Source: an optimization exercise on an open RTL-to-GDS flow (aim: small area). Production flows keep margins and buffers that such runs may drop.
At most, simulation tests tie the RTL to the original design; equivalence was not proved.
Power is estimated from default activity; no workload was simulated.

==> flow/design.v (excerpt) <==
module floating_point_adder (f_in1, f_in2, f_out, clk);
input [63:0] f_in1, f_in2;
output reg [63:0] f_out;
input clk;
genvar i, j;
localparam NB = 5;
localparam [6*8-1:0] LOS = {8'd53, 8'd43, 8'd33, 8'd22, 8'd11, 8'd0};
function integer LO;
  input integer j;
  LO = LOS[j * 8 +: 8];
endfunction
wire gt, gtn, sela, selb, sl, sub, subn;
wire [4:0] s, sn;
fa_exp1 ux (.e1(f_in1[62:52]), .e2(f_in2[62:52]), .s1(f_in1[63]), .s2(f_in2[63]),
            .gt(gt), .gtn(gtn), .s(s), .sn(sn), .sela(sela), .selb(selb),
            .sl(sl), .sub(sub), .subn(subn));
wire [10:0] eln;
generate
  for (i = 0; i < 11; i = i + 1) begin : emux
    fa_imux g (.x0(f_in2[52 + i]), .x1(f_in1[52 + i]), .s(gt), .sn(gtn), .y(eln[i]));
  end
endgenerate
wire [51:0] mln;
generate
  for (i = 0; i < 52; i = i + 1) begin : amux
    fa_imux g (.x0(f_in2[i]), .x1(f_in1[i]), .s(gt), .sn(gtn), .y(mln[i]));
  end
endgenerate
wire [52:0] y0;
assign y0[52] = gt;
fa_nor2 uy51 (.a(gt), .b(f_in1[51]), .y(y0[51]));
generate
  for (i = 0; i < 51; i = i + 1) begin : ymux
    fa_imux g (.x0(f_in1[i]), .x1(f_in2[i + 1]), .s(gt), .sn(gtn), .y(y0[i]));
  end
endgenerate
wire [52:0] y1, y2, y3, y4, y5;
generate
  for (i = 0; i < 53; i = i + 1) begin : shl
    if (i + 1 < 53) begin : a0
      fa_imux g (.x0(y0[i]), .x1(y0[i + 1]), .s(s[0]), .sn(sn[0]), .y(y1[i]));
    end else begin : b0
  ...
Size: roughly 190 I/O pins.
clock: 6.0 ns
lec_check: 0
abc_area: 1
cap_margin: 0
core_margin: 2
core_utilization: 50
gpl_timing_driven: 0
slew_margin: 0
synth_hierarchical: 1
standard.sh (not shown) runs the stock make flow with config.mk's settings and CLKGATE_MAP_FILE= SYNTH_SCRIPT=/design/flow/synth_recipe.tcl, a recipe that flattens the netlist after the stock synthesis.
==> flow/flow/run.sh <==
#!/bin/bash
# The standard layout (standard.sh), with these changes to how it is made:
#  - every port still gets its own buffer, a small one (buf_1);
#  - optional extra make settings in flow/extra.args (one per line) are passed to make.
set -euo pipefail
cp -r "$FLOW_HOME/scripts" ./scripts_own
cp flow/abc_area.script scripts_own/abc_area.script
extra=()
if [[ -f flow/extra.args ]]; then
  while IFS= read -r line; do [[ -n "$line" ]] && extra+=("$line"); done < flow/extra.args
fi
bash standard.sh SCRIPTS_DIR="$PWD/scripts_own" \
  BUFFER_PORTS_ARGS="-buffer_cell sky130_fd_sc_hd__buf_1" "${extra[@]}" finish \
  > make_finish.log 2>&1
test -s out/final.def
==> flow/flow/extra.args <==
CTS_ARGS=-sink_clustering_enable -repair_clock_nets -dont_use_dummy_load -buf_list sky130_fd_sc_hd__clkbuf_4 -sink_clustering_size 13 -sink_clustering_max_diameter 45
DONT_USE_CELLS=sky130_fd_sc_hd__probe_p_8 sky130_fd_sc_hd__probec_p_8 sky130_fd_sc_hd__lpflow_bleeder_1 sky130_fd_sc_hd__lpflow_clkbufkapwr_1 sky130_fd_sc_hd__lpflow_clkbufkapwr_16 sky130_fd_sc_hd__lpflow_clkbufkapwr_2 sky130_fd_sc_hd__lpflow_clkbufkapwr_4 sky130_fd_sc_hd__lpflow_clkbufkapwr_8 sky130_fd_sc_hd__lpflow_clkinvkapwr_1 sky130_fd_sc_hd__lpflow_clkinvkapwr_16 sky130_fd_sc_hd__lpflow_clkinvkapwr_2 sky130_fd_sc_hd__lpflow_clkinvkapwr_4 sky130_fd_sc_hd__lpflow_clkinvkapwr_8 sky130_fd_sc_hd__lpflow_decapkapwr_12 sky130_fd_sc_hd__lpflow_decapkapwr_3 sky130_fd_sc_hd__lpflow_decapkapwr_4 sky130_fd_sc_hd__lpflow_decapkapwr_6 sky130_fd_sc_hd__lpflow_decapkapwr_8 sky130_fd_sc_hd__lpflow_inputiso0n_1 sky130_fd_sc_hd__lpflow_inputiso0p_1 sky130_fd_sc_hd__lpflow_inputiso1n_1 sky130_fd_sc_hd__lpflow_inputiso1p_1 sky130_fd_sc_hd__lpflow_inputisolatch_1 sky130_fd_sc_hd__lpflow_isobufsrc_1 sky130_fd_sc_hd__lpflow_isobufsrc_16 sky130_fd_sc_hd__lpflow_isobufsrc_2 sky130_fd_sc_hd__lpflow_isobufsrc_4 sky130_fd_sc_hd__lpflow_isobufsrc_8 sky130_fd_sc_hd__lpflow_isobufsrckapwr_16 sky130_fd_sc_hd__lpflow_lsbuf_lh_hl_isowell_tap_1 sky130_fd_sc_hd__lpflow_lsbuf_lh_hl_isowell_tap_2 sky130_fd_sc_hd__lpflow_lsbuf_lh_hl_isowell_tap_4 sky130_fd_sc_hd__lpflow_lsbuf_lh_isowell_4 sky130_fd_sc_hd__lpflow_lsbuf_lh_isowell_tap_1 sky130_fd_sc_hd__lpflow_lsbuf_lh_isowell_tap_2 sky130_fd_sc_hd__lpflow_lsbuf_lh_isowell_tap_4 sky130_fd_sc_hd__buf_6 sky130_fd_sc_hd__buf_8 sky130_fd_sc_hd__buf_12 sky130_fd_sc_hd__buf_16 sky130_fd_sc_hd__bufbuf_8 sky130_fd_sc_hd__bufbuf_16 sky130_fd_sc_hd__bufinv_8 sky130_fd_sc_hd__bufinv_16 sky130_fd_sc_hd__clkbuf_16 sky130_fd_sc_hd__inv_6 sky130_fd_sc_hd__inv_8 sky130_fd_sc_hd__inv_12 sky130_fd_sc_hd__inv_16 sky130_fd_sc_hd__clkinv_8 sky130_fd_sc_hd__clkinv_16
Other scripts of this flow, unchanged in this note and not shown: flow/flow/abc_area.script
Next try:
--- a/flow/flow/extra.args
+++ b/flow/flow/extra.args
@@ -1 +1 @@
-CTS_ARGS=-sink_clustering_enable -repair_clock_nets -dont_use_dummy_load -buf_list sky130_fd_sc_hd__clkbuf_4 -sink_clustering_size 13 -sink_clustering_max_diameter 45
+CTS_ARGS=-sink_clustering_enable -repair_clock_nets -dont_use_dummy_load -buf_list sky130_fd_sc_hd__clkbuf_4 -sink_clustering_size 10 -sink_clustering_max_diameter 40
- PLACE_DENSITY: default -> 0.75
Outcome: The new run produced a clean layout; power is higher by a few percent; register-to-register slack gains 130 ps; first-iteration DRC count grows by roughly a tenth; setup slack gets worse by 62 ps; global-route usage is higher by 0.83 points; wire length rose by a few percent; combinational power is about the same; design area rises slightly; die area is unchanged; flip-flop and latch count is unchanged; cell count rose slightly.
No functional check of the RTL was part of any run of this note.

* * *

job 9132:
Another version of the RTL of floating_point_adder (not shown whole).
Size in the first run: about 1300 cells after synthesis, roughly 250 flip-flops, ~190 I/O pins, ~12000 um^2 of cells after synthesis.
// floating_point_adder
module floating_point_adder (f_in1, f_in2, f_out, clk);
input [63:0] f_in1, f_in2;
output reg [63:0] f_out;
input clk;
genvar i, j;
localparam NB = 5;
localparam [6*8-1:0] LOS = {8'd53, 8'd43, 8'd33, 8'd22, 8'd11, 8'd0};
function integer LO;
  input integer j;
  LO = LOS[j * 8 +: 8];
endfunction
wire gt, gtn, sela, selb, sl, sub;
wire [4:0] s, sn;
wire [10:0] el;
fa_exp1 ux (.e1(f_in1[62:52]), .e2(f_in2[62:52]), .s1(f_in1[63]), .s2(f_in2[63]),
            .gt(gt), .gtn(gtn), .s(s), .sn(sn), .sela(sela), .selb(selb),
            .el(el), .sl(sl), .sub(sub));
wire [51:0] ml;
generate
  for (i = 0; i < 52; i = i + 1) begin : amux
    fa_mux g (.x0(f_in2[i]), .x1(f_in1[i]), .s(gt), .sn(gtn), .y(ml[i]));
  end
endgenerate
wire [52:0] y0;
assign y0[52] = gt;
fa_nor2 uy51 (.a(gt), .b(f_in1[51]), .y(y0[51]));
generate
  for (i = 0; i < 51; i = i + 1) begin : ymux
    fa_imux g (.x0(f_in1[i]), .x1(f_in2[i + 1]), .s(gt), .sn(gtn), .y(y0[i]));
  end
endgenerate
wire [52:0] y1, y2, y3, y4, y5;
generate
  for (i = 0; i < 53; i = i + 1) begin : shl
    if (i + 1 < 53) begin : a0
      fa_imux g (.x0(y0[i]), .x1(y0[i + 1]), .s(s[0]), .sn(sn[0]), .y(y1[i]));
    end else begin : b0
      fa_nor2 g (.a(s[0]), .b(y0[i]), .y(y1[i]));
    end
    if (i + 2 < 53) begin : a1
      fa_imux g (.x0(y1[i]), .x1(y1[i + 2]), .s(s[1]), .sn(sn[1]), .y(y2[i]));
    end else begin : b1
      fa_nand2 g (.a(sn[1]), .b(y1[i]), .y(y2[i]));
    end
    if (i + 4 < 53) begin : a2
      fa_imux g (.x0(y2[i]), .x1(y2[i + 4]), .s(s[2]), .sn(sn[2]), .y(y3[i]));
    end else begin : b2
      fa_nor2 g (.a(s[2]), .b(y2[i]), .y(y3[i]));
    end
  ...
Settings: LEC_CHECK=0, ABC_AREA=1, CAP_MARGIN=0, CORE_MARGIN=2, CORE_UTILIZATION=40, GPL_TIMING_DRIVEN=0, SLEW_MARGIN=0, SYNTH_HIERARCHICAL=1; clock period 6.0 ns.
==> flow/flow/abc_area.script <==
strash
dc2
dch
amap
topo
stime -c
==> flow/flow/extra.args <==
CTS_ARGS=-sink_clustering_enable -repair_clock_nets -dont_use_dummy_load -buf_list sky130_fd_sc_hd__clkbuf_8 -sink_clustering_size 14 -sink_clustering_max_diameter 60
Scripts as last shown in full above: flow/flow/run.sh
Job 9132 was carried through to the last stage, and its layout satisfied the timing, design-rule and antenna checks.
#### Input delta (job 7034 over job 9132)
Settings: swapping 0 for 20 in SLEW_MARGIN; swapping 0 for 20 in CAP_MARGIN.
removed: flow/flow/extra.args
Findings:
- Clock buffer instance count of the final layout in job 7034 is about 50% higher than in job 9132
- Cell area up about 3% in job 7034 wrt job 9132
- Job 7034 vs job 9132, library cell contributing the largest single delay on the critical path: sky130_fd_sc_hd__a22oi_2 vs sky130_fd_sc_hd__fa_2
- Summary of the comparison: fraction of power spent switching nets is lower in job 7034, relative to job 9132.
- Job 9132 ended up with s1_bsn[18] as its end point of the critical path; job 7034 ended up with s1_bsn[16].
- Compare job 9132 and job 7034 | layout overhead on the synthesized area higher: job 7034
The inputs of job 8296 differ from those of job 7034 as listed below.
Settings: swapping 40 for 60 in CORE_UTILIZATION.
==> flow/flow/extra.args (new file) <==
CTS_ARGS=-sink_clustering_enable -repair_clock_nets -dont_use_dummy_load -buf_list sky130_fd_sc_hd__clkbuf_8 -sink_clustering_size 14 -sink_clustering_max_diameter 60
==> summary.txt <==
Job 7034 went all the way through the flow, and no timing, DRC or antenna check failed. Job 8296 reached the final stage; the timing, design-rule and antenna checks on its layout passed. Job 8296: clock share of power lower than job 7034. Compared with job 7034, job 8296 shows a first-pass GRT wire length that is about 0.6% lower. Re final non-filler cell area: job 7034 was higher than job 8296. Higher placeable core region was reported by job 7034, not job 8296. Summary of job 8296 over job 7034: power per cell area saw a decrease; longest individual stage delay on the worst path saw a decrease. Against job 7034 as the reference, job 8296 delivers a higher share of final layout cell area taken by non-clock buffers.
Function was not checked in any run of this note: the RTL went through the layout flow alone.

* * *

floating_point_adder, a different RTL version from the one above (not shown whole).
Size in the first run: about 250 flip-flops, ~12000 µm² of cells after synthesis.
==> flow/config.mk <==
export PLATFORM = sky130hd
export DESIGN_NAME = floating_point_adder
export DESIGN_NICKNAME = floating_point_adder
export VERILOG_FILES = /design/flow/design.v
export SDC_FILE = /design/flow/constraint.sdc
export NUM_CORES = 4
export LEC_CHECK = 0
export ABC_AREA = 1
export CAP_MARGIN = 0
export CORE_MARGIN = 2
export CORE_UTILIZATION = 40
export GPL_TIMING_DRIVEN = 0
export SLEW_MARGIN = 0
export SYNTH_HIERARCHICAL = 1
==> flow/constraint.sdc <==
create_clock -name core_clock -period 6.0 [get_ports {clk}]
set_input_delay 1.2000 -clock core_clock [delete_from_list [all_inputs] [get_ports {clk}]]
set_output_delay 1.2000 -clock core_clock [all_outputs]
set_load 0.01 [all_outputs]
==> flow/flow/extra.args <==
CTS_ARGS=-sink_clustering_enable -repair_clock_nets -dont_use_dummy_load -buf_list sky130_fd_sc_hd__clkbuf_4 -sink_clustering_size 10 -sink_clustering_max_diameter 40
DONT_USE_CELLS=sky130_fd_sc_hd__probe_p_8 sky130_fd_sc_hd__probec_p_8 sky130_fd_sc_hd__lpflow_bleeder_1 sky130_fd_sc_hd__lpflow_clkbufkapwr_1 sky130_fd_sc_hd__lpflow_clkbufkapwr_16 sky130_fd_sc_hd__lpflow_clkbufkapwr_2 sky130_fd_sc_hd__lpflow_clkbufkapwr_4 sky130_fd_sc_hd__lpflow_clkbufkapwr_8 sky130_fd_sc_hd__lpflow_clkinvkapwr_1 sky130_fd_sc_hd__lpflow_clkinvkapwr_16 sky130_fd_sc_hd__lpflow_clkinvkapwr_2 sky130_fd_sc_hd__lpflow_clkinvkapwr_4 sky130_fd_sc_hd__lpflow_clkinvkapwr_8 sky130_fd_sc_hd__lpflow_decapkapwr_12 sky130_fd_sc_hd__lpflow_decapkapwr_3 sky130_fd_sc_hd__lpflow_decapkapwr_4 sky130_fd_sc_hd__lpflow_decapkapwr_6 sky130_fd_sc_hd__lpflow_decapkapwr_8 sky130_fd_sc_hd__lpflow_inputiso0n_1 sky130_fd_sc_hd__lpflow_inputiso0p_1 sky130_fd_sc_hd__lpflow_inputiso1n_1 sky130_fd_sc_hd__lpflow_inputiso1p_1 sky130_fd_sc_hd__lpflow_inputisolatch_1 sky130_fd_sc_hd__lpflow_isobufsrc_1 sky130_fd_sc_hd__lpflow_isobufsrc_16 sky130_fd_sc_hd__lpflow_isobufsrc_2 sky130_fd_sc_hd__lpflow_isobufsrc_4 sky130_fd_sc_hd__lpflow_isobufsrc_8 sky130_fd_sc_hd__lpflow_isobufsrckapwr_16 sky130_fd_sc_hd__lpflow_lsbuf_lh_hl_isowell_tap_1 sky130_fd_sc_hd__lpflow_lsbuf_lh_hl_isowell_tap_2 sky130_fd_sc_hd__lpflow_lsbuf_lh_hl_isowell_tap_4 sky130_fd_sc_hd__lpflow_lsbuf_lh_isowell_4 sky130_fd_sc_hd__lpflow_lsbuf_lh_isowell_tap_1 sky130_fd_sc_hd__lpflow_lsbuf_lh_isowell_tap_2 sky130_fd_sc_hd__lpflow_lsbuf_lh_isowell_tap_4 sky130_fd_sc_hd__buf_6 sky130_fd_sc_hd__buf_8 sky130_fd_sc_hd__buf_12 sky130_fd_sc_hd__buf_16 sky130_fd_sc_hd__bufbuf_8 sky130_fd_sc_hd__bufbuf_16 sky130_fd_sc_hd__bufinv_8 sky130_fd_sc_hd__bufinv_16 sky130_fd_sc_hd__clkbuf_16 sky130_fd_sc_hd__inv_6 sky130_fd_sc_hd__inv_8 sky130_fd_sc_hd__inv_12 sky130_fd_sc_hd__inv_16 sky130_fd_sc_hd__clkinv_8 sky130_fd_sc_hd__clkinv_16
Scripts as last shown in full above: flow/flow/run.sh, flow/flow/abc_area.script
Rerun with:
--- a/flow/flow/extra.args
+++ b/flow/flow/extra.args
@@ -1 +1 @@
-CTS_ARGS=-sink_clustering_enable -repair_clock_nets -dont_use_dummy_load -buf_list sky130_fd_sc_hd__clkbuf_4 -sink_clustering_size 10 -sink_clustering_max_diameter 40
+CTS_ARGS=-sink_clustering_enable -repair_clock_nets -dont_use_dummy_load -buf_list sky130_fd_sc_hd__clkbuf_8 -sink_clustering_size 14 -sink_clustering_max_diameter 60
--- a/flow/config.mk
+++ b/flow/config.mk
@@ -11 +11 @@
-export CORE_UTILIZATION = 40
+export CORE_UTILIZATION = 50
Outcome: The new run went through all stages and came out clean; combinational power is about the same; die area decreases by 20%; global-route usage increases by 3.5 points; sequential share of layout area climbs by 0.26 points; via count goes down by 2.1%.

* * *

Starting RTL as in the previous note.
==> flow/config.mk <==
export PLATFORM = sky130hd
export DESIGN_NAME = floating_point_adder
export DESIGN_NICKNAME = floating_point_adder
export VERILOG_FILES = /design/flow/design.v
export SDC_FILE = /design/flow/constraint.sdc
export NUM_CORES = 4
export LEC_CHECK = 0
export ABC_AREA = 1
export CAP_MARGIN = 0
export CORE_MARGIN = 2
export CORE_UTILIZATION = 40
export GPL_TIMING_DRIVEN = 0
export SLEW_MARGIN = 0
export SYNTH_HIERARCHICAL = 1
==> flow/constraint.sdc <==
create_clock -name core_clock -period 6.0 [get_ports {clk}]
set_input_delay 1.2000 -clock core_clock [delete_from_list [all_inputs] [get_ports {clk}]]
set_output_delay 1.2000 -clock core_clock [all_outputs]
set_load 0.01 [all_outputs]
==> flow/flow/extra.args <==
CTS_ARGS=-sink_clustering_enable -repair_clock_nets -dont_use_dummy_load -buf_list sky130_fd_sc_hd__clkbuf_4 -sink_clustering_size 10 -sink_clustering_max_diameter 40
Scripts as last shown in full above: flow/flow/run.sh, flow/flow/abc_area.script
==> next run, changes <==
==> flow/flow/extra.args (replaced) <==
CTS_ARGS=-sink_clustering_enable -repair_clock_nets -dont_use_dummy_load -buf_list sky130_fd_sc_hd__clkbuf_8 -sink_clustering_size 14 -sink_clustering_max_diameter 60
Effect:
- The new run finished with timing, DRC and antenna clean
- routed wire length shrinks slightly
- design area hardly moves
- first-iteration DRC count shrinks by a few percent
- register-to-register slack stays flat
- maximum frequency is about the same
- utilization grows by 0.13 points
- cell count shrinks slightly
- worst hold slack improves by 23 ps
- via count shrinks slightly
- power grows slightly
==> next run, changes <==
==> flow/flow/extra.args (replaced) <==
CTS_ARGS=-sink_clustering_enable -repair_clock_nets -dont_use_dummy_load -buf_list sky130_fd_sc_hd__clkbuf_8 -sink_clustering_size 14 -sink_clustering_max_diameter 60
RECOVER_POWER=100
Effect: The changed run finished but failed the layout checks on capacitance limit, slew limit; wire length is about the same; total power stays flat; core utilization shrinks by 0.15 points; setup slack loses 17 ps; combinational power stays flat; design area shrinks by 0.31%; synthesized area does not change; via count barely changes; die area is unchanged; cell count hardly moves; sequential cell count does not change.
==> next run, changes <==
==> flow/flow/extra.args (replaced) <==
CTS_ARGS=-sink_clustering_enable -repair_clock_nets -dont_use_dummy_load -buf_list sky130_fd_sc_hd__clkbuf_16 -sink_clustering_size 30 -sink_clustering_max_diameter 100
This time the run completed with no timing, DRC or antenna violations. Clock-buffer cell count is lower by 12. Via count hardly moves. Non-clock buffer count is higher by 1. Final area is higher by 0.32%. Synthesized cell count is unchanged. Synthesized area stays the same. Worst setup slack gains 48 ps.

[what the ideal ports hide]
The results above use ideal ports. As a check the final layouts listed here were re-extracted and re-timed, cells and wires unchanged. Step 1, drivers: a clkbuf_16 drives clk and a buf_2 each remaining input, both assumed. Step 2 also shifts input and output timing later by t, the mid clock arrival at the registers, as if the neighbouring blocks saw the same clock. Three values: no drivers, after step 1, after step 2; two values: the first two.
run	t, ns	setup slack, ns	latest minus earliest clock arrival (ns)	worst register clock-pin slew, ns	cell pins on the clock port's net
the first run of note 1	0.740	0.339 / 0.339 / -0.358	0.092 / 0.092	0.12 / 0.12	1
the second run of note 1	0.656	0.277 / 0.298 / -0.358	0.085 / 0.086	0.10 / 0.10	1
job 9132	0.589	0.290 / 0.306 / -0.283	0.056 / 0.056	0.09 / 0.09	1
job 7034	0.583	0.264 / 0.283 / -0.300	0.023 / 0.022	0.06 / 0.06	1
job 8296	0.580	0.331 / 0.354 / -0.226	0.031 / 0.030	0.09 / 0.09	1
the first run of note 3	0.667	0.229 / 0.229 / -0.257	0.094 / 0.094	0.10 / 0.10	1
the second run of note 3	0.585	0.287 / 0.287 / 0.001	0.060 / 0.060	0.09 / 0.09	1
the first run of note 4	0.648	0.252 / 0.252 / -0.138	0.121 / 0.121	0.10 / 0.10	1
the second run of note 4	0.570	0.261 / 0.261 / -0.228	0.054 / 0.054	0.09 / 0.09	1
the third run of note 4	0.574	0.244 / 0.265 / -0.307	0.058 / 0.057	0.09 / 0.09	1
the fourth run of note 4	0.526	0.292 / 0.292 / -0.207	0.043 / 0.043	0.11 / 0.11	1
The setup slack of the first run of note 1, which loses most, moves by 0.000 ns with the drivers and by -0.697 ns with both steps.
